This is an optimization exercise on Yosys and OpenROAD, whose aim is small area, a short achievable clock period and few clock cycles per item, not a production implementation. Function was checked by simulation only, so behaviour that the tests miss may differ from the original. Power is estimated from default activity; no workload was simulated.

==> flow/design.v, too long to show whole: its modules and the start of the top module <==
// module PolyMult: 1137 lines
module PolyMult(clk, rst, start, A3, A2, A1, A0, B3, B2, B1, B0, finish, C3, C2, C1, C0);
  // ...
==> flow/flow/run.sh <==
#!/bin/bash
# The standard layout (the standard.sh) with these ORFS variables changed:
#   BUFFER_PORTS_ARGS='-buffer_cell sky130_fd_sc_hd__buf_2'
# The whole make output goes to standard_flow.log; ORFS keeps each step's log under orfs/logs/.
set -euo pipefail
bash standard.sh BUFFER_PORTS_ARGS='-buffer_cell sky130_fd_sc_hd__buf_2' finish > standard_flow.log 2>&1
==> flow/standard.sh <==
#!/bin/bash
# synth_recipe.tcl (not shown) runs the flow's synth.tcl, then flattens the netlist and writes it again
# the make line also repeats each setting of config.mk as NAME=value (left out here)
make -C /OpenROAD-flow-scripts/flow DESIGN_CONFIG=/design/flow/config.mk WORK_HOME=/design/flow/orfs CLKGATE_MAP_FILE= SYNTH_SCRIPT=/design/flow/synth_recipe.tcl "${@:-finish}"
==> flow/config.mk <==
export PLATFORM = sky130hd
export DESIGN_NAME = PolyMult
export DESIGN_NICKNAME = PolyMult
export VERILOG_FILES = /design/flow/design.v
export SDC_FILE = /design/flow/constraint.sdc
export NUM_CORES = 4
export LEC_CHECK = 0
export CAP_MARGIN = 20
export CORE_MARGIN = 2
export CORE_UTILIZATION = 40
export SLEW_MARGIN = 20
==> flow/constraint.sdc <==
create_clock -name core_clock -period 6.0 [get_ports {clk}]
set_input_delay 1.2000 -clock core_clock [delete_from_list [all_inputs] [get_ports {clk}]]
set_output_delay 1.2000 -clock core_clock [all_outputs]
set_load 0.01 [all_outputs]
==> results.toml, run 1 <==
[floorplan]
die_y_um = 192
pin_count = 100
fp-row-count = 68
dieArea_mm2 = 0.0367

[finish]
fin_cells = 2059
layout_commonest_cell = "and2_1"
fin_area_mm2 = 0.0155
clkbuf_count = 7
n_antenna_cell = 0
inverters = 149
sh_seq_area_pct = 4.30

[route]
maxUsedRoutingLayer = "met4"
route.detailed.drc = 0

[worst_setup_path]
worstPathArrival_ns = 5.71
critPathKind = "in -> reg"
crit_family = "adder cells"
crit_fanout = 18
cp.required_ns = 6.18

[clock_tree]
cts_buffers = 5
post_cts_buffers = 0

[placement]
place_area_mm2 = 0.0153
place_inst = 2051

[outcome]
status = "timing/DRC/antenna clean"

[pwr]
power_density_mw_per_mm2 = 507
pwr-share-clk_pct = 3.7
combPwrFrac_pct = 90.2
p_clk_w = 0.000290
intPower_w = 0.00415
p_seq_w = 0.000476

[grt]
antenna_found_initial = 5

[synth]
synth.largest_area_cell = "fa_1"

[timing]
hold_slack_ns = 0.715
clock.fmax_mhz = 181
finalHoldViolations = 0
Testbench counts, summed over its fixed seeds: cycles 804, items 800.
==> run 2: changes to the inputs <==
--- a/flow/config.mk
+++ b/flow/config.mk
@@ -9,3 +9,3 @@
 export CORE_MARGIN = 2
-export CORE_UTILIZATION = 40
+export CORE_UTILIZATION = 65
 export SLEW_MARGIN = 20
==> results.toml, run 2 <==
[outcome]
status = "timing/DRC/antenna clean"

[route]
vias = 10957
routedWlPerCell_um = 23.7
drt_iter0_markers = 1091
vias_per_cell = 5.84
route.detailed.drc = 0
wl_um = 44400
ant_nets = 0
drt-pass1-iter-count = 5

[floorplan]
die_w_um = 151
fp-row-count = 53
die_y_um = 151
initial_core_util_pct = 66.5
dieArea_mm2 = 0.0228
pin_count = 100
core_mm2 = 0.0212

[synth]
syn-num-nets = 1964
synth-edff-count = 0
yosysSeqAreaShare_pct = 4.73
yosysMostFrequentCell = "and2_1"
synth_top_area_share_pct = 42.7
synthArstFlopShare_pct = 3.03
synth.avg_cell_area_um2 = 9.24
synth_cells = 1522
yosysWarningCount = 1
yosys-top-cells-area = "fa_1 43%, and2_1 16%, xnor2_1 12%, ha_1 6.7%, nand2_1 5.6%"
ys_types = 21
synth_area_mm2 = 0.0141
ys_top_cells_by_count = "364 x and2_1, 300 x fa_1, 208 x nand2_1, 196 x xnor2_1, 149 x inv_1"
synth-seq-cells = 33
synthFlopType = "dfxtp_1"
synth.largest_area_cell = "fa_1"

[finish]
final_core_utilization_pct = 72.0
layout_commonest_cell = "and2_1"
drive_gt1_share_pct = 11.1
num-fill-cells = 1679
fin_nets = 2041
final_cell_mix = "364 x and2_1, 300 x fa_1, 208 x nand2_1, 196 x xnor2_1, 149 x inv_1"
seqCellArea_um2 = 666
area_delta_synth_final_pct = 8.34
multi_input_area_mm2 = 0.0125

[grt]
grt_max_degree = 32
grt-ovfl-total = 0
grt_pass1_vias = 11797
antenna_found_initial = 3
grt_pass1_wl_um = 68700
track_usage_pct = 41.8

[clock_tree]
cts.reportedPaths.clkPinSlew_ns = 0.07
cts_buffer_depth = 2
cts_tree = "yes"
cts_buffers = 5
cts_resized = 0
cts_max_level = 2
clockRootBuffer = "clkbuf_16"
post_cts_buffers = 0
clock-sinks = 33
postCtsHoldBufs = 0

[worst_setup_path]
path_buf_inv = 3
crit_fanout = 18
path_cells = "buf_2, buf_4, and2_1, fa_1, fa_1, fa_1, fa_1, fa_1, inv_1, ha_1, xnor2_1, xnor2_1, xnor2_1, xnor2_1, xnor2_1, xnor2_1, xnor2_1"
crit_path_top_delay_cell = "fa_1"
slowest_delay_ns = 0.59
critPathKind = "in -> reg"
critical_path.startpoint = "B2[1]"
crit_family = "adder cells"
cpMostUsedCell = "xnor2_1"
worst_setup_path_start_kind = "input pin"
cp.required_ns = 6.23
cp-end-kind = "flop"
worstPathArrival_ns = 5.75

[pwr]
pwr-share-clk_pct = 3.5
combPwrFrac_pct = 90.3
ir_drop_mv = 1.17
p_sw_w = 0.00366
intPower_w = 0.00412
seqPwrFrac_pct = 6.1
power_w = 0.00778
sw_frac_of_total_pct = 47.0
power_density_mw_per_mm2 = 510
p_leak_nw = 7.04

[timing]
tns_ns = 0
relSlewSlack_pct = 56.0
rsz0062_at_grt = "no"
setup_viol = 0
finalHoldViolations = 0
worst_pin_slew_ns = 0.661
hold_slack_ns = 0.719
period_needed_ns = 5.53
min_period_over_period_pct = 92.1
slew_violations = 0
clock.fmax_mhz = 181
layout_setup_ws_ns = 0.472

[placement]
io_buffers = 99
dp_hpwl_um = 34100
gp_congestion = 1.02
place_ws_ns = 0.199

[run]
drv_cap = 0

[worst_hold_path]
min_path_type = "in -> async"
run 2: routing by layer:
layer / global-route usage (%) / share of wire [%]
met5: 0.909 / 0.054
met2: 63.9 / 44
met4: 14.3 / 4.6
met3: 12.9 / 14
met1: 56.9 / 38
run 2: cells by family (layout without fill, tap and decap cells):
group	count (synthesis)	after routing	share of synthesized area, %
AND/OR/NAND/NOR	584	584	22.1
adder cells (fa/ha/maj)	375	375	49.4
buffers and inverters	245	323	6.72
XOR/XNOR	243	243	15.2
AO/OA/AOI/OAI	42	42	1.81
flip-flops	33	33	4.73
other	0	1	0
run 2: cell type report:
class | instances | area share [%]
tap | 275 | 2.26
clock inverter | 2 | 0.0657
inverter | 149 | 3.67
multi-input combinational | 1244 | 81.7
timing repair buffer | 166 | 7.04
clock buffer | 6 | 0.846
antenna | 1 | 0.0164
sequential | 33 | 4.37
run 2: path summary, 6_finish.rpt:
check | to | cells after the start | slack (ns)
worst max-delay path | C3[7]$_DFF_P_ | 17 | 0.47
worst min-delay path | finish$_DFF_PP0_ | 2 | 0.72
max in group asynchronous | finish$_DFF_PP0_ | 2 | 5.19
min in group core_clock | finish$_DFF_PP0_ | 1 | 1.01
run 2: per-stage QoR:
step	area, um^2	cells
6_report	15200	1876
5_1_grt	15200	1875
4_1_cts	15200	1875
3_5_place_dp	15100	1867
3_3_place_gp	15100	1867
2_1_floorplan	14100	1522
run 2: power groups by stage:
stage	clock network [W]	registers, W	logic (W)
finish	0.000275	0.000477	0.00703
global route	0.000285	0.000489	0.00799
CTS	0.000280	0.000478	0.00711
detailed placement	0	0.000483	0.00706
floorplan	0	0.000540	0.00567
global placement	0	0.000479	0.00682
==> run 3: changes to the inputs <==
--- a/flow/config.mk
+++ b/flow/config.mk
@@ -10,2 +10,3 @@
 export CORE_UTILIZATION = 65
+export SETUP_SLACK_MARGIN = 0.6
 export SLEW_MARGIN = 20
==> results.toml, run 3 <==
[timing]
clock.fmax_mhz = 190
period_needed_ns = 5.25
setup_viol = 0
worst_pin_slew_ns = 0.480
tns_ns = 0
slew_violations = 0
min_period_over_period_pct = 87.6
relSlewSlack_pct = 67.8
rsz0062_at_grt = "yes"
finalHoldViolations = 0

[route]
ant_nets = 0
drt-pass1-iter-count = 5
routedWlPerCell_um = 23.7
wl_um = 44200
vias = 11017
drt_iter0_markers = 1077
vias_per_cell = 5.90
route.detailed.drc = 0

[synth]
yosys-top-cells-area = "fa_1 43%, and2_1 16%, xnor2_1 12%, ha_1 6.7%, nand2_1 5.6%"
synthFlopType = "dfxtp_1"
synth_area_mm2 = 0.0141
synth_top_area_share_pct = 42.7
synth.avg_cell_area_um2 = 9.24
synthArstFlopShare_pct = 3.03
synth-edff-count = 0
yosysWarningCount = 1
ys_types = 21
synth_cells = 1522
synth.largest_area_cell = "fa_1"
yosysSeqAreaShare_pct = 4.73
syn-num-nets = 1964
yosysMostFrequentCell = "and2_1"
ys_top_cells_by_count = "364 x and2_1, 300 x fa_1, 208 x nand2_1, 196 x xnor2_1, 149 x inv_1"
synth-seq-cells = 33

[placement]
place_inst = 1853
io_buffers = 99
gp_congestion = 1.01
dp_hpwl_um = 32000
place_area_mm2 = 0.0150

[pwr]
combPwrFrac_pct = 90.7
power_w = 0.00803
seqPwrFrac_pct = 5.9
sw_frac_of_total_pct = 46.6
ir_drop_mv = 0.898
intPower_w = 0.00429
p_sw_w = 0.00374
pwr-share-clk_pct = 3.4
power_density_mw_per_mm2 = 518
p_leak_nw = 7.05

[floorplan]
die_y_um = 151
dieArea_mm2 = 0.0228
initial_core_util_pct = 66.5
fp-row-count = 53
core_mm2 = 0.0212
die_w_um = 151
pin_count = 100

[outcome]
status = "timing/DRC/antenna clean"

[worst_setup_path]
critical_path.startpoint = "B1[0]"
worst_setup_path_start_kind = "input pin"
worstPathArrival_ns = 5.44
crit_path_top_delay_cell = "fa_1"
crit_fanout = 24
cp-end-kind = "flop"
cp.required_ns = 6.19
path_cells = "buf_6, and2_4, fa_2, fa_1, inv_1, fa_1, ha_2, inv_1, fa_2, inv_1, ha_2, inv_2, fa_2, xnor2_2, xnor2_1, xnor2_1, xnor2_1, xnor2_1, xnor3_1, xnor2_1"
critPathKind = "in -> reg"
cpMostUsedCell = "xnor2_1"
slowest_delay_ns = 0.53

[clock_tree]
cts_buffer_depth = 2
cts.reportedPaths.clkPinSlew_ns = 0.07
cts_max_level = 2
cts_buffers = 5
postCtsHoldBufs = 0
clock-sinks = 33
cts_tree = "yes"
clockRootBuffer = "clkbuf_16"

[finish]
n_antenna_cell = 0
fin_cells = 1866
fin_area_mm2 = 0.0155
drive_gt1_share_pct = 13.4
layout_commonest_cell = "and2_1"
final_core_utilization_pct = 73.3
final_cell_mix = "360 x and2_1, 273 x fa_1, 208 x nand2_1, 191 x xnor2_1, 148 x inv_1"
num-fill-cells = 1695
fin_nets = 2032
area_delta_synth_final_pct = 10.2

[grt]
antenna_found_initial = 1
grt_pass1_vias = 11939
grt-ovfl-total = 0
grt_max_degree = 30
grt_pass1_wl_um = 68100
track_usage_pct = 41.2

[run]
drv_cap = 0

[worst_hold_path]
min_path_type = "in -> async"
[run 3: critical path, delay by kind of cell]
family | cells | cell delay (ns)
buf+inv | 5 | 0.37
fa+ha+maj | 7 | 2.48
xor+xnor | 7 | 1.16
simple gates | 1 | 0.19
[run 3: layout make-up]
| type | instances | area, um^2 | share of cell area [%] |
|---|---|---|---|
| Timing Repair Buffer | 157 | 1190 | 7.67 |
| Clock buffer | 6 | 129 | 0.831 |
| Clock inverter | 2 | 10.0 | 0.0646 |
| Inverter | 149 | 559 | 3.61 |
| Multi-Input combinational cell | 1244 | 12600 | 81.3 |
| Tap cell | 275 | 344 | 2.22 |
| Sequential cell | 33 | 666 | 4.29 |
[run 3: stage by stage]
| step | hold slack, ns | worst slack (ns) |
|---|---|---|
| after global routing | 0.745 | 0.593 |
| final | 0.725 | 0.747 |
| after detailed placement | 1.04 | 0.189 |
| after CTS | 0.725 | 0.601 |
| after floorplan | 0.929 | 0.586 |
| after global placement | 1.03 | 0.249 |
[run 3: cells by family after synthesis]
| family | after synthesis | synth area share, % |
|---|---|---|
| AND/OR/NAND/NOR | 584 | 22.1 |
| adder cells (fa/ha/maj) | 375 | 49.4 |
| buffers and inverters | 245 | 6.72 |
| XOR/XNOR | 243 | 15.2 |
| AO/OA/AOI/OAI | 42 | 1.81 |
| flip-flops | 33 | 4.73 |
[run 3: worst paths after layout]
| kind | to | slack (ns) | cells after the start |
|---|---|---|---|
| min in group core_clock | finish$_DFF_PP0_ | 1.02 | 1 |
| max in group asynchronous | finish$_DFF_PP0_ | 5.18 | 2 |
| setup / recovery | C2[7]$_DFF_P_ | 0.75 | 20 |
| hold / removal | finish$_DFF_PP0_ | 0.72 | 2 |
[run 3: per-layer routing]
metal | GRT usage (%) | part of all wire [%]
met1 | 53.3 | 35
met2 | 66.2 | 46
met3 | 11.6 | 14
met4 | 16.3 | 4.9
met5 | 0 | 0
[run 3: timing repair]
item,in CTS,in global routing
setup endpoints to repair,4,4
gates resized for setup,23,108
setup buffers,0,5
pin swaps,0,29
[run 3: power by group through the flow]
stage	Sequential (W)	Combinational, W	Clock (W)
2_1_floorplan	0.000540	0.00569	0
3_3_place_gp	0.000476	0.00681	0
3_5_place_dp	0.000476	0.00703	0
4_1_cts	0.000472	0.00709	0.000281
5_1_grt	0.000483	0.00821	0.000284
6_report	0.000471	0.00728	0.000275
==> run 4: changes to the inputs <==
==> flow/flow/run.sh (replaced) <==
#!/bin/bash
# The standard layout (the standard.sh) with these ORFS variables changed:
#   BUFFER_PORTS_ARGS='-buffer_cell sky130_fd_sc_hd__buf_4'
# The whole make output goes to standard_flow.log; ORFS keeps each step's log under orfs/logs/.
set -euo pipefail
bash standard.sh BUFFER_PORTS_ARGS='-buffer_cell sky130_fd_sc_hd__buf_4' finish > standard_flow.log 2>&1
--- a/flow/config.mk
+++ b/flow/config.mk
@@ -10,3 +10,2 @@
 export CORE_UTILIZATION = 65
-export SETUP_SLACK_MARGIN = 0.6
 export SLEW_MARGIN = 20
==> results.toml, run 4 <==
[timing]
min_period_over_period_pct = 91.9
layout_setup_ws_ns = 0.483
clock.fmax_mhz = 181
hold_slack_ns = 0.743
rsz0062_at_grt = "no"
relSlewSlack_pct = 66.6
slew_violations = 0
tns_ns = 0
setup_viol = 0
finalHoldViolations = 0
worst_pin_slew_ns = 0.498
period_needed_ns = 5.52

[placement]
dp_hpwl_um = 32000
io_buffers = 99
gp_congestion = 0.957
place_area_mm2 = 0.0150
place_ws_ns = 0.167

[route]
ant_nets = 0
vias = 10848
route.detailed.drc = 0
wl_um = 43700
vias_per_cell = 5.89
drt_iter0_markers = 910
routedWlPerCell_um = 23.7
drt-pass1-iter-count = 7

[synth]
ys_types = 21
yosysSeqAreaShare_pct = 4.73
yosysWarningCount = 1
synth.avg_cell_area_um2 = 9.24
synth_top_area_share_pct = 42.7
synth_cells = 1522
synthFlopType = "dfxtp_1"
yosysMostFrequentCell = "and2_1"
synth-seq-cells = 33
synthArstFlopShare_pct = 3.03
synth_area_mm2 = 0.0141
yosys-top-cells-area = "fa_1 43%, and2_1 16%, xnor2_1 12%, ha_1 6.7%, nand2_1 5.6%"
synth-edff-count = 0
syn-num-nets = 1964
synth.largest_area_cell = "fa_1"
ys_top_cells_by_count = "364 x and2_1, 300 x fa_1, 208 x nand2_1, 196 x xnor2_1, 149 x inv_1"

[finish]
n_antenna_cell = 0
fin_area_mm2 = 0.0152
layout_commonest_cell = "and2_1"
area_delta_synth_final_pct = 7.97
drive_gt1_share_pct = 9.19
fin_nets = 2008
final_cell_mix = "364 x and2_1, 300 x fa_1, 208 x nand2_1, 196 x xnor2_1, 149 x inv_1"

[floorplan]
dieArea_mm2 = 0.0228
initial_core_util_pct = 66.5
die_w_um = 151
fp-row-count = 53
die_y_um = 151
core_mm2 = 0.0212
pin_count = 100

[grt]
track_usage_pct = 41.3
grt_pass1_vias = 12100
grt_max_degree = 33
grt-ovfl-total = 0
grt_pass1_wl_um = 68300
antenna_found_initial = 0

[worst_hold_path]
min_path_type = "in -> async"

[pwr]
power_w = 0.00783
p_leak_nw = 6.95
power_density_mw_per_mm2 = 516
ir_drop_mv = 1.26

[worst_setup_path]
cpMostUsedCell = "xnor2_1"
worstPathArrival_ns = 5.74
crit_path_top_delay_cell = "fa_1"
slowest_delay_ns = 0.55
worst_setup_path_start_kind = "input pin"
cp-end-kind = "flop"
path_cells = "buf_4, buf_4, and2_1, fa_1, fa_1, fa_1, inv_1, ha_1, inv_1, fa_1, inv_1, ha_1, inv_1, fa_1, xnor2_1, xnor2_1, xnor2_1, xnor2_1, xnor2_1, xnor2_1, xnor2_1"
crit_fanout = 17
critPathKind = "in -> reg"
cp.required_ns = 6.23

[clock_tree]
clockRootBuffer = "clkbuf_16"
cts_max_level = 2
cts_resized = 0
post_cts_buffers = 0
cts_buffers = 5
postCtsHoldBufs = 0
cts.reportedPaths.clkPinSlew_ns = 0.06
cts_tree = "yes"
clock-sinks = 33
cts_buffer_depth = 2

[outcome]
status = "timing/DRC/antenna clean"

[run]
drv_cap = 0
-- run 4: per-layer routing --
layer  track usage (%)  part of all wire [%]  vias to the layer above
li1                  -                     -                     4536
met4              17.9                   5.4                        0
met2              65.6                    45                      758
met3              11.3                    13                      194
met1              53.5                    36                     5360
met5                 0                     0                        -
-- run 4: kinds of logic (layout without fill, tap and decap cells) --
logic type               count (synthesis)  in the layout  share of synthesized area, %
AND/OR/NAND/NOR                        584            584                          22.1
AO/OA/AOI/OAI                           42             42                          1.81
buffers and inverters                  245            290                          6.72
flip-flops                              33             33                          4.73
adder cells (fa/ha/maj)                375            375                          49.4
XOR/XNOR                               243            243                          15.2
-- run 4: final cells by class --
cell class                      count  area, um^2
Multi-Input combinational cell   1244       12500
Inverter                          149         559
Clock buffer                        6         129
Clock inverter                      2        10.0
Sequential cell                    33         666
Fill cell                        1728        5970
Timing Repair Buffer              133        1020
Tap cell                          275         344
-- run 4: report_power, final --
part           leakage, nW  switching (W)  internal [W]  total, W
clock network       0.0706       0.000118      0.000153  0.000271
registers            0.282      0.0000257      0.000452  0.000478
logic                 6.60        0.00351       0.00357   0.00709
total                 6.95        0.00366       0.00418   0.00783
-- run 4: worst paths after layout --
path                        from                to  slack [ns]  cells after the start
min in group core_clock    start  finish$_DFF_PP0_        1.02                      1
worst min-delay path         rst  finish$_DFF_PP0_        0.74                      2
max in group asynchronous    rst  finish$_DFF_PP0_        5.16                      2
worst max-delay path       A2[1]     C0[7]$_DFF_P_        0.48                     21
-- run 4: per-stage QoR --
step	instances	utilization, %
after floorplan	1522	-
after global placement	1834	71.1
after detailed placement	1834	71.1
after CTS	1842	71.8
after global routing	1842	71.8
final	1842	71.8
-- run 4: worst max-delay path, delay by kind of cell --
kind                       cells  cell delay (ns)
buffers and inverters          6             0.71
and+or+nand+nor                1             0.17
xor gates and xnor gates       7             1.11
adders and majority gates      7             2.52
==> run 5: changes to the inputs <==
==> flow/flow/run.sh (replaced) <==
#!/bin/bash
# The standard layout (the standard.sh) with these ORFS variables changed:
#   ADDER_MAP_FILE= BUFFER_PORTS_ARGS='-buffer_cell sky130_fd_sc_hd__buf_2'
# The whole make output goes to standard_flow.log; ORFS keeps each step's log under orfs/logs/.
set -euo pipefail
bash standard.sh ADDER_MAP_FILE= BUFFER_PORTS_ARGS='-buffer_cell sky130_fd_sc_hd__buf_2' finish > standard_flow.log 2>&1
--- a/flow/config.mk
+++ b/flow/config.mk
@@ -9,3 +9,3 @@
 export CORE_MARGIN = 2
-export CORE_UTILIZATION = 65
+export CORE_UTILIZATION = 40
 export SLEW_MARGIN = 20
==> results.toml, run 5 <==
[timing]
slew_violations = 0
finalHoldViolations = 0
min_period_over_period_pct = 82.5
period_needed_ns = 4.95
worst_pin_slew_ns = 0.915
tns_ns = 0
relSlewSlack_pct = 39.0
setup_viol = 0
clock.fmax_mhz = 202
rsz0062_at_grt = "no"

[finish]
area_delta_synth_final_pct = 7.05
final_core_utilization_pct = 43.5
layout_commonest_cell = "nand2_1"
fin_area_mm2 = 0.0179
final_cell_mix = "537 x nand2_1, 451 x xnor2_1, 238 x maj3_1, 150 x xor2_1, 99 x buf_2"
drive_gt1_share_pct = 9.09
fin_nets = 2167

[outcome]
status = "timing/DRC/antenna clean"

[grt]
track_usage_pct = 26.4
antenna_found_initial = 2
grt-ovfl-total = 0
grt_max_degree = 35
grt_pass1_vias = 14977
grt_pass1_wl_um = 88000

[clock_tree]
clockRootBuffer = "clkbuf_16"
cts_buffer_depth = 2
cts_buffers = 5
clock-sinks = 33
postCtsHoldBufs = 0
cts_tree = "yes"
cts.reportedPaths.clkPinSlew_ns = 0.06
cts_resized = 0
post_cts_buffers = 0
cts_max_level = 2

[route]
wl_um = 57700
route.detailed.drc = 0
routedWlPerCell_um = 21.9
ant_nets = 0
drt-pass1-iter-count = 6
vias = 15006
vias_per_cell = 5.69
drt_iter0_markers = 1369

[synth]
ys_top_cells_by_count = "537 x nand2_1, 451 x xnor2_1, 238 x maj3_1, 150 x xor2_1, 92 x xnor3_1"
synth.largest_area_cell = "xnor2_1"
synth_top_area_share_pct = 23.7
syn-num-nets = 2139
synthFlopType = "dfxtp_1"
synthArstFlopShare_pct = 3.03
ys_types = 59
yosysWarningCount = 1
synth-seq-cells = 33
synth_cells = 2072
yosysSeqAreaShare_pct = 3.99
yosysMostFrequentCell = "nand2_1"
synth_area_mm2 = 0.0167
yosys-top-cells-area = "xnor2_1 24%, maj3_1 14%, xnor3_1 12%, nand2_1 12%, xor2_1 7.9%"
synth.avg_cell_area_um2 = 8.05
synth-edff-count = 0

[floorplan]
fp-row-count = 74
pin_count = 100
dieArea_mm2 = 0.0434
initial_core_util_pct = 40.7
die_y_um = 208
core_mm2 = 0.0410
die_w_um = 208

[pwr]
power_density_mw_per_mm2 = 459
p_leak_nw = 7.45
ir_drop_mv = 0.710
power_w = 0.00820

[worst_setup_path]
worstPathArrival_ns = 5.14
crit_fanout = 29
cp.required_ns = 6.19
cp-end-kind = "flop"
critPathKind = "in -> reg"
worst_setup_path_start_kind = "input pin"

[placement]
dp_hpwl_um = 41500
io_buffers = 99
place_area_mm2 = 0.0177
gp_congestion = 0.975

[run]
drv_cap = 0

[worst_hold_path]
min_path_type = "in -> async"
-- run 5: changes by cell type in the layout (fill, tap and decap cells not counted), moves of 52 or more --
cell,previous run,this run
maj3_1,0,238
xnor2_1,196,451
xor2_1,46,150
and2_1,364,78
buf_4,131,56
buf_2,0,99
xnor3_1,1,92
fa_1,300,0
nand2_1,208,537
inv_1,149,26
xor3_1,0,52
ha_1,75,0
-- run 5: logic make-up (layout without fill, tap and decap cells) --
kind of cell	count (synthesis)	in the layout	synth area share (%)
AO/OA/AOI/OAI	138	138	5.29
XOR/XNOR	749	749	51.9
adder cells (fa/ha/maj)	254	254	15.4
buffers and inverters	164	193	4.66
flip-flops	33	33	3.99
multiplexers	3	3	0.187
other	0	2	0
AND/OR/NAND/NOR	731	731	18.6
-- run 5: per-layer routing --
metal	wire, um	share of wire [%]	global-route usage (%)	vias to the layer above
met5	0	0	0	-
met4	2430	4.2	10.4	0
met3	5120	8.9	4.11	191
met2	26600	46	44.6	765
met1	23600	41	33.6	7187
li1	-	-	-	6863
-- run 5: worst paths after layout --
kind,startpoint,to,slack [ns],cells past startpoint
max in group asynchronous,rst,finish$_DFF_PP0_,5.20,2
min,rst,finish$_DFF_PP0_,0.72,2
max,B0[1],C0[7]$_DFF_P_,1.05,14
min in group core_clock,start,finish$_DFF_PP0_,1.00,1
-- run 5: area by class of cell --
cell class	count	area, um^2
well taps	532	666
repair buffers	159	996
fillers	4122	23200
flip-flops and latches	33	666
inverters	26	97.6
clock inverters	3	65.1
diodes	2	5.00
clock buffers	5	125
multi-input cells	1875	15200
-- run 5: per-stage QoR --
| step | hold slack, ns | std cells | setup WS [ns] |
|---|---|---|---|
| 2_1_floorplan | 0.929 | 2072 | 1.47 |
| 3_3_place_gp | 1.03 | 2625 | 0.812 |
| 3_5_place_dp | 1.04 | 2625 | 0.808 |
| 4_1_cts | 0.704 | 2633 | 1.13 |
| 5_1_grt | 0.709 | 2633 | 0.906 |
| 6_report | 0.717 | 2635 | 1.05 |
-- run 5: where the power goes --
part / internal, W / switching (W) / leakage, nW / total [W]
logic: 0.00380 / 0.00359 / 7.07 / 0.00739
clock network: 0.000238 / 0.000120 / 0.0938 / 0.000358
registers: 0.000434 / 0.0000241 / 0.282 / 0.000458
-- run 5: worst max-delay path, cell delays in order --
cell       delay [ns]
buf_2            0.62
and2_1           0.26
xor3_1           0.46
xnor3_1          0.41
maj3_2           0.35
xor3_1           0.40
xnor2_1          0.20
xnor2_1          0.09
buf_4            0.17
a2111oi_0        0.47
a211oi_1         0.10
a31oi_1          0.20
a211oi_2         0.07
xnor2_1          0.13
==> run 6: changes to the inputs <==
==> flow/run.sh (new file) <==
#!/bin/bash
# synth_recipe.tcl (not shown) runs the flow's synth.tcl, then flattens the netlist and writes it again
# the make line also repeats each setting of config.mk as NAME=value (left out here)
make -C /OpenROAD-flow-scripts/flow DESIGN_CONFIG=/design/flow/config.mk WORK_HOME=/design/flow/orfs CLKGATE_MAP_FILE= SYNTH_SCRIPT=/design/flow/synth_recipe.tcl finish
removed: flow/flow/run.sh
removed: flow/standard.sh
==> results.toml, run 6 <==
[outcome]
status = "timing/DRC/antenna clean"

[synth]
syn-num-nets = 1964
yosysWarningCount = 1
synth_cells = 1522
synthArstFlopShare_pct = 3.03
synth-seq-cells = 33
synth_area_mm2 = 0.0141
ys_top_cells_by_count = "364 x and2_1, 300 x fa_1, 208 x nand2_1, 196 x xnor2_1, 149 x inv_1"
ys_types = 21
synth.avg_cell_area_um2 = 9.24
yosysMostFrequentCell = "and2_1"
yosysSeqAreaShare_pct = 4.73
synthFlopType = "dfxtp_1"
yosys-top-cells-area = "fa_1 43%, and2_1 16%, xnor2_1 12%, ha_1 6.7%, nand2_1 5.6%"
synth-edff-count = 0
synth_top_area_share_pct = 42.7
synth.largest_area_cell = "fa_1"

[worst_setup_path]
worstPathArrival_ns = 6.00
path_cells = "clkdlybuf4s50_1, buf_4, and2_1, fa_1, fa_1, fa_1, fa_1, fa_1, inv_1, ha_1, xor2_1, xnor2_1, xnor2_1, xnor2_1, xnor2_1, xnor3_1, xnor2_1"
slowest_delay_ns = 0.52
crit_fanout = 9
worst_setup_path_start_kind = "input pin"
crit_path_top_delay_cell = "clkdlybuf4s50_1"
critPathKind = "in -> reg"
cp.required_ns = 6.18
cp-end-kind = "flop"

[floorplan]
die_y_um = 192
dieArea_mm2 = 0.0367
initial_core_util_pct = 40.6
core_mm2 = 0.0346
die_w_um = 192
fp-row-count = 68
pin_count = 100

[route]
route.detailed.drc = 0
ant_nets = 0
wl_um = 50800
vias = 11178
routedWlPerCell_um = 23.6
vias_per_cell = 5.19
drt-pass1-iter-count = 5
drt_iter0_markers = 1006

[grt]
grt_max_degree = 23
antenna_found_initial = 2
track_usage_pct = 29.1
grt-ovfl-total = 0
grt_pass1_wl_um = 76300
grt_pass1_vias = 12159

[run]
drv_cap = 0

[pwr]
power_density_mw_per_mm2 = 494
seqPwrFrac_pct = 5.7
pwr-share-clk_pct = 3.2
p_sw_w = 0.00376
ir_drop_mv = 0.684
sw_frac_of_total_pct = 44.8
intPower_w = 0.00463
combPwrFrac_pct = 91.1
p_leak_nw = 7.64

[finish]
final_cell_mix = "364 x and2_1, 298 x fa_1, 208 x nand2_1, 195 x xnor2_1, 148 x inv_1"
layout_commonest_cell = "and2_1"
fin_nets = 2138
area_delta_synth_final_pct = 20.6
fin_cells = 2154
drive_gt1_share_pct = 10.4

[clock_tree]
clockRootBuffer = "clkbuf_16"
post_cts_buffers = 0
postCtsHoldBufs = 0
clock-sinks = 33
cts_max_level = 2
cts_tree = "yes"
cts_buffers = 5
cts_buffer_depth = 2
cts.reportedPaths.clkPinSlew_ns = 0.06

[timing]
clock.fmax_mhz = 172
finalHoldViolations = 0
relSlewSlack_pct = 55.0
tns_ns = 0
min_period_over_period_pct = 97.0
slew_violations = 0
layout_setup_ws_ns = 0.182
rsz0062_at_grt = "no"
setup_viol = 0
worst_pin_slew_ns = 0.673
period_needed_ns = 5.82

[placement]
dp_hpwl_um = 40500
place_ws_ns = -0.185
place_inst = 2144
gp_congestion = 0.997
io_buffers = 99

[worst_hold_path]
min_path_type = "in -> async"
[run 6: cell type report]
class	count	area, um^2
repair buffers	263	2560
clock buffers	8	136
diodes	2	5.00
well taps	455	569
multi-input cells	1244	12500
inverters	149	559
fillers	3303	17700
flip-flops and latches	33	666
[run 6: power by group through the flow]
stage          clock [W]  sequential (W)  combinational (W)
2_1_floorplan          0        0.000540            0.00567
3_3_place_gp           0        0.000487            0.00757
3_5_place_dp           0        0.000491            0.00767
4_1_cts         0.000278        0.000486            0.00772
5_1_grt         0.000283        0.000492            0.00854
6_report        0.000264        0.000482            0.00764
[run 6: worst max path at each step]
stage / cells past startpoint / slack (ns) / startpoint / endpoint
6_report: 17 / 0.18 / A2[1] / C2[7]$_DFF_P_
5_1_grt: 21 / 0.003 / B3[1] / C0[7]$_DFF_P_
4_1_cts: 17 / 0.12 / B0[1] / C0[7]$_DFF_P_
3_5_place_dp: 17 / -0.18 / B0[1] / C0[7]$_DFF_P_
3_3_place_gp: 19 / -0.13 / A3[0] / C0[7]$_DFF_P_
2_1_floorplan: 21 / 0.39 / A3[0] / C2[7]$_DFF_P_
[run 6: through the flow]
step | cell area [um^2] | total power [W] | hold slack (ns) | utilization (%)
after floorplan | 14100 | 0.00621 | 0.929 | -
after global placement | 16700 | 0.00805 | 1.34 | 48.3
after detailed placement | 16700 | 0.00816 | 1.35 | 48.3
after CTS | 16900 | 0.00848 | 1.02 | 48.7
after global routing | 17000 | 0.00932 | 1.06 | 49.0
final | 17000 | 0.00838 | 1.04 | 49.0
[run 6: kinds of logic after synthesis]
| family | count (synthesis) | share of synthesized area [%] |
|---|---|---|
| compound gates | 42 | 1.81 |
| xor+xnor | 243 | 15.2 |
| fa+ha+maj | 375 | 49.4 |
| buf+inv | 245 | 6.72 |
| flops | 33 | 4.73 |
| simple gates | 584 | 22.1 |
[run 6: critical path: cells and delay by family]
kind | cells | cell delay, ns
fa+ha+maj | 6 | 2.60
buf+inv | 3 | 0.81
simple gates | 1 | 0.16
xor+xnor | 7 | 1.19
[run 6: layer usage]
metal	vias up	routed length (um)	share of wire (%)	track usage (%)
met5	-	13	0.026	0
li1	4807	-	-	-
met4	2	2220	4.4	12.0
met1	5560	20500	40	38.8
met3	143	5860	12	8.19
met2	666	22200	44	44.5
[run 6: timing repair]
| item | in CTS | in global routing |
|---|---|---|
| resized for setup | 0 | 27 |
| endpoints found under the setup margin | 0 | 4 |
| endpoints found under the hold margin | 0 | 0 |

==> port drivers added, routing unchanged <==
Ports are ideal in the flow. The routed layouts listed here were re-timed in OpenROAD. Step 1 (the two cells are an assumption about what drives the block):
set clk [get_ports {clk}]
set_driving_cell -lib_cell sky130_fd_sc_hd__clkbuf_16 $clk
set_driving_cell -lib_cell sky130_fd_sc_hd__buf_2 [delete_from_list [all_inputs] $clk]
Step 2 adds t to the input delays and takes it off the output delays; t is the mean of the earliest and latest rising clock arrival at the registers after step 1. Input paths then give back, and output paths get back, about the clock's delay inside the block. Three values: no drivers, after step 1, after step 2; two values: the first two.
run	t (ns)	slack for setup (ns)	hold WS [ns]	worst slew at a driven data input, ns	cell pins on the clock port's net
run 1	0.349	0.469 / 0.496 / 0.147	0.715 / 0.683 / 1.032	0.06	1
run 2	0.339	0.472 / 0.472 / 0.133	0.719 / 0.696 / 1.035	0.11	1
run 3	0.343	0.747 / 0.763 / 0.420	0.725 / 0.697 / 1.040	0.07	1
run 4	0.340	0.483 / 0.483 / 0.143	0.743 / 0.719 / 1.059	0.07	1
run 5	0.351	1.049 / 1.056 / 0.705	0.717 / 0.687 / 1.038	0.06	1
run 6	0.343	0.182 / 0.208 / -0.135	1.035 / 1.007 / 1.350	0.04	1
With both steps, setup timing fails in run 6, where it was met with ideal ports. The setup slack of run 5, which loses most, moves by +0.007 ns with the drivers and by -0.344 ns with both steps.
